From an optimization exercise on the open Yosys and OpenROAD flow, aimed at small area; shortcuts taken in it are not production practice.
The RTL was checked by simulation tests, not by an equivalence proof against the original design.

==> design.v <==
module FIR_low_pass_filter(
	input clk,
	input rst,
	input [7:0]FIR_IN,
	output reg [16:0]FIR_OUT
);
reg[7:0] delay_pipeline1;
reg[7:0] delay_pipeline2;
reg[7:0] delay_pipeline3;
reg[7:0] delay_pipeline4;
reg[7:0] delay_pipeline5;
reg[7:0] delay_pipeline6;
reg[7:0] delay_pipeline7;
reg[7:0] delay_pipeline8;
reg[7:0] delay_pipeline9;
wire[7:0] coeff1 = 8'd7;	 
wire[7:0] coeff2 = 8'd5;
wire[7:0] coeff3 = 8'd51;
wire[7:0] coeff4 = 8'd135;
wire[7:0] coeff5 = 8'd179;
wire[7:0] coeff6 = 8'd135;
wire[7:0] coeff7 = 8'd51;
wire[7:0] coeff8 = 8'd5;
wire[7:0] coeff9 = 8'd7;
reg signed [16:0] multi_data1 ; 
reg signed [16:0] multi_data2 ;
reg signed [16:0] multi_data3 ;
reg signed [16:0] multi_data4 ;
reg signed [16:0] multi_data5 ;
reg signed [16:0] multi_data6 ;
reg signed [16:0] multi_data7 ;
reg signed [16:0] multi_data8 ;
reg signed [16:0] multi_data9 ;
always@(posedge clk or negedge rst)
if(!rst)
begin
	delay_pipeline1 <= 8'b0 ;
	delay_pipeline2 <= 8'b0 ;
	delay_pipeline3 <= 8'b0 ;
	delay_pipeline4 <= 8'b0 ;
	delay_pipeline5 <= 8'b0 ;
	delay_pipeline6 <= 8'b0 ;
	delay_pipeline7 <= 8'b0 ;
	delay_pipeline8 <= 8'b0 ;
	delay_pipeline9 <= 8'b0 ;
end
else
begin
	delay_pipeline1 <= FIR_IN;
	delay_pipeline2 <= delay_pipeline1 ;
	delay_pipeline3 <= delay_pipeline2 ;
	delay_pipeline4 <= delay_pipeline3 ;
	delay_pipeline5 <= delay_pipeline4 ;
	delay_pipeline6 <= delay_pipeline5 ;
	delay_pipeline7 <= delay_pipeline6 ;
	delay_pipeline8 <= delay_pipeline7 ;
	delay_pipeline9 <= delay_pipeline8 ;
end
always@(posedge clk or negedge rst)  
	if(!rst)
		multi_data1 <= 17'b0 ;
	else
		multi_data1 <= delay_pipeline1*coeff1 ;
always@(posedge clk or negedge rst)  
	if(!rst)
		multi_data2 <= 17'b0 ;
	else
		multi_data2 <= delay_pipeline2*coeff2 ;
always@(posedge clk or negedge rst)  
	if(!rst)
		multi_data3 <= 17'b0 ;
	else
		multi_data3 <= delay_pipeline3*coeff3 ;
always@(posedge clk or negedge rst)  
	if(!rst)
		multi_data4 <= 17'b0 ;
	else
		multi_data4 <= delay_pipeline4*coeff4 ;
always@(posedge clk or negedge rst)  
	if(!rst)
		multi_data5 <= 17'b0 ;
	else
		multi_data5 <= delay_pipeline5*coeff5 ;
always@(posedge clk or negedge rst)  
	if(!rst)
		multi_data6 <= 17'b0 ;
	else
		multi_data6 <= delay_pipeline6*coeff6 ;
always@(posedge clk or negedge rst)  
	if(!rst)
		multi_data7 <= 17'b0 ;
	else
		multi_data7 <= delay_pipeline7*coeff7 ;
always@(posedge clk or negedge rst)  
	if(!rst)
		multi_data8 <= 17'b0 ;
	else
		multi_data8 <= delay_pipeline8*coeff8 ;
always@(posedge clk or negedge rst)  
	if(!rst)
		multi_data9 <= 17'b0 ;
	else
		multi_data9 <= delay_pipeline9*coeff9 ;
always@(posedge clk or negedge rst)
	if(!rst)
		FIR_OUT <= 16'b0 ;
	else
		FIR_OUT <= multi_data1 + multi_data2 + multi_data3 + multi_data4 +multi_data5 + multi_data6 + multi_data7 + multi_data8 + multi_data9 ;
endmodule
==> run.sh <==
#!/bin/bash
# synth_recipe.tcl (not shown) runs the flow's synth.tcl, then flattens the netlist and writes it again
# the make line also repeats each setting of config.mk as NAME=value (left out here)
make -C /OpenROAD-flow-scripts/flow DESIGN_CONFIG=/design/flow/config.mk WORK_HOME=/design/flow/orfs CLKGATE_MAP_FILE= SYNTH_SCRIPT=/design/flow/synth_recipe.tcl finish
==> config.mk <==
export PLATFORM = sky130hd
export DESIGN_NAME = FIR_low_pass_filter
export DESIGN_NICKNAME = FIR_low_pass_filter
export VERILOG_FILES = /design/flow/design.v
export SDC_FILE = /design/flow/constraint.sdc
export NUM_CORES = 4
export LEC_CHECK = 0
export CAP_MARGIN = 20
export CORE_MARGIN = 2
export CORE_UTILIZATION = 40
export SLEW_MARGIN = 20
==> constraint.sdc <==
create_clock -name core_clock -period 7.0 [get_ports {clk}]
set_input_delay 1.4000 -clock core_clock [delete_from_list [all_inputs] [get_ports {clk}]]
set_output_delay 1.4000 -clock core_clock [all_outputs]
set_load 0.01 [all_outputs]
==> results by group <==
GRT
  • Gr busiest metal: met2
  • GRT met2 Usage: approximately 27%
  • Initial antenna violation count: 0
  • Met3 usage: under 10%
  • Largest net degree at the start of global routing: between 70 and 80
  • Global route overflow: 0
  • Vias in the first global route: between 9000 and 10000
  • First-pass GRT wire length: around 48000 um
  • Met1 Use GR: 23.13%
  • Gr usage total: between 10% and 20%

Clock tree
  • Root Buffer: clkbuf_16
  • Setup Fix Bufs, Post-CTS: 0
  • CTS Buf Count: 17
  • Clock latency on the worst-skew pair: 0.45 ns
  • Worst-path clk slew: 0.07 ns
  • Sink Count: 199
  • Hold buffer count at cts: 0
  • CTS tree: done
  • Clk buf depth: 2
  • Htree depth: 4
  • Post_cts resized: 0

Critical path
  • Setup CP Type: reg -> reg
  • Worst Setup End Kind: flip-flop
  • Worst Path Required: 7.32 ns
  • Worst EP arrival: 4.83 ns
  • Critical path launch point type: flip-flop
  • Critical Path Fanout Max: 4

Cells and area
  • Most frequent cells in the layout: 308 x inv_1, 239 x ha_1, 199 x dfrtp_1, 150 x fa_1, 64 x xnor2_1
  • Final #Nets: 1710
  • Register Area: 4980 um2
  • Ratio of cells with drive above 1 in the final layout: 2.952%
  • Antenna cell count: 0
  • Final Util: between 40 and 50%
  • P&R area growth vs syn: 9.866%
  • Area of the multi-input gates: between 8000 and 9000 um2
  • Most common cell after layout, fill and taps aside: inv_1
  • Fillcell total: approximately 3300

Floorplanning
  • # rows: 69
  • Die Y: approximately 190 um
  • Initial Utilization: between 40% and 50%
  • Core Area: between 30000 and 40000 um2
  • Full die area: approximately 38000 um2
  • Die width: a little under 200 um
  • Num ports: 27

Drt
  • Vias per cell: ~4.7
  • Iter 0 DRT Violations: approximately 340
  • Drt wl/cell: 15.98 um
  • DRC violations left: 0
  • Initial DRT Pass Iterations: 5
  • Post-DRT Antenna Nets: 0
  • Routed WL: between 20000 and 30000 um
  • Vias post-DR: ~8400

Timing
  • Setup violators final: 0
  • Hold Violations, Final: 0
  • Crit path time final: ~4.5 ns
  • Rel. slew slack: roughly two fifths
  • Worst slew pin tran: roughly 0.89 ns
  • Max Freq: 221.6 MHz
  • Fin Clk Skew: roughly 0.013 ns
  • Setup TNS: 0 ns
  • Crit share post-route: between 60 and 70%
  • RSZ-0062 raised after global routing: false
  • Max Slew Vio Count: 0
  • Setup WS post-layout: around 2.5 ns

Placed design
  • I/O Buffers: 26
  • GPL Wtd Cong: between 0.8 and 0.9
  • HPWL Detailed: roughly 23000 um
  • Dpl ws: around 2.5 ns

Yosys
  • Xor/xnor cell area share of the yosys netlist: 5.006%
  • Cell area after synthesis: around 15000 um2
  • Syn Nets: between 1500 and 2000
  • Simple-gate share of the synthesized area: 3.602%
  • Adder-Cell Fraction of Synth Area: around two fifths
  • Post-synthesis compound-gate area fraction: under 10%
  • Synth unique cells: 48
  • Synth Warn #: 1
  • Mux share of post-synthesis cell area: less than 1%
  • Largest family of logic cells by synthesized area: adder cells
  • Yosys reg bits: between 150 and 200
  • Synth Instances: around 1300
  • Main synth FF type: dfrtp_1
  • Avg Synthesized Cell Area: approximately 11 um2
  • Sequential fraction of the synthesis area: 34.29%
  • Synth async-reset ratio: 100.0%
  • Post-synth EDFFs: 0

Run
  • Max_cap viols: 0

Run status
  • Status: timing/DRC/antenna clean

Worst hold path
  • Worst hold path type: reg -> reg
[registers in the layout (all words and copies together), names as in the netlist, 9 cells and up]
register / count
FIR_OUT: 17
multi_data4: 15
multi_data5: 15
multi_data6: 15
multi_data3: 13
multi_data7: 13
multi_data9: 11
multi_data1: 10
multi_data2: 9
multi_data8: 9
[per-stage QoR]
stage	hold slack [ns]	std cells	instance area [um2]
detailed placement	0.3768	1753	15370
global route	0.4142	1782	15950
floorplan	0.3597	1265	14520
CTS	0.3915	1782	15950
global placement	0.3901	1753	15370
finish	0.3876	1782	15950
[cell usage after synthesis (all sizes together) (7+ instances only)]
| master | instances | area [um2] |
|---|---|---|
| a21o | 22 | 165.2 |
| a21oi | 59 | 295.3 |
| dfrtp | 199 | 4980 |
| fa | 150 | 3003 |
| ha | 239 | 2990 |
| inv | 308 | 1156 |
| nand2 | 28 | 105.1 |
| nand2b | 7 | 43.79 |
| nor2 | 40 | 150.1 |
| nor2b | 11 | 76.32 |
| nor3 | 7 | 35.03 |
| o21a | 10 | 75.07 |
| o21ai | 38 | 190.2 |
| o21bai | 13 | 97.59 |
| xnor2 | 64 | 560.5 |
| xor2 | 19 | 166.4 |
[per-layer routing]
| metal | up-vias | wire (um) |
|---|---|---|
| li1 | 4082 | - |
| met1 | 4200 | 13970 |
| met2 | 91 | 13340 |
| met3 | 29 | 767 |
| met4 | 0 | 406 |
| met5 | - | 0 |
[area by class of cell]
type,count,share of cell area (%)
clock buffer,18,2.690
sequential,199,31.21
inverter,308,7.246
clock inverter,11,0.9489
multi-input combinational,757,52.54
tap,461,3.615
timing repair buffer,28,1.749
[critical path, stage by stage, from the launching register on]
cell     delay [ns]
dfrtp_1        0.33
inv_1          0.05
fa_1           0.53
inv_1          0.05
fa_1           0.50
fa_1           0.55
inv_1          0.05
fa_1           0.48
inv_1          0.07
ha_1           0.18
inv_1          0.06
fa_1           0.44
nor2b_4        0.14
o31a_1         0.23
o41ai_4        0.11
or2_4          0.26
a41o_1         0.24
xnor2_1        0.12
[logic make-up after synthesis]
logic type | count (synthesis)
adders and majority gates | 389
and+or+nand+nor | 111
muxes | 1
xor gates and xnor gates | 83
buffers and inverters | 309
DFF | 199
AOI/OAI and AO/OA | 173
[worst paths after layout]
| path | from | to | slack, ns | depth (start not counted) |
|---|---|---|---|---|
| max | multi_data1[2] | FIR_OUT[16] | 2.49 | 17 |
| min | delay_pipeline8[1] | delay_pipeline9[1] | 0.39 | 0 |
| min in group asynchronous | rst | multi_data5[11] | 0.97 | 1 |
| max reg2reg | multi_data1[2] | FIR_OUT[16] | 2.49 | 17 |
| max in group asynchronous | rst | FIR_OUT[1] | 4.65 | 2 |
| min reg2reg | delay_pipeline8[1] | delay_pipeline9[1] | 0.39 | 0 |

-- re-timing with driven ports --
The flow's constraints put no driver on any port. The routed layout listed below was extracted and timed again, unchanged, in two steps. Step 1, drivers: a clkbuf_16 drives clk and a buf_2 each remaining input, both assumed. Step 2 times the ports against the registers' clock, not the clock port: input delays grow and output delays shrink by t, the midpoint of the rising clock arrivals with the driver on. a / b / c = no drivers / after step 1 / after step 2; a / b = the first two.
t (ns): 0.495
slack for setup (ns): 2.488 / 2.488 / 2.488
worst data-port slew with drivers (ns): 0.06
After both steps setup and hold are still met in this run. The setup slack of this run moves by 0.000 ns with the drivers and by 0.000 ns with both steps.
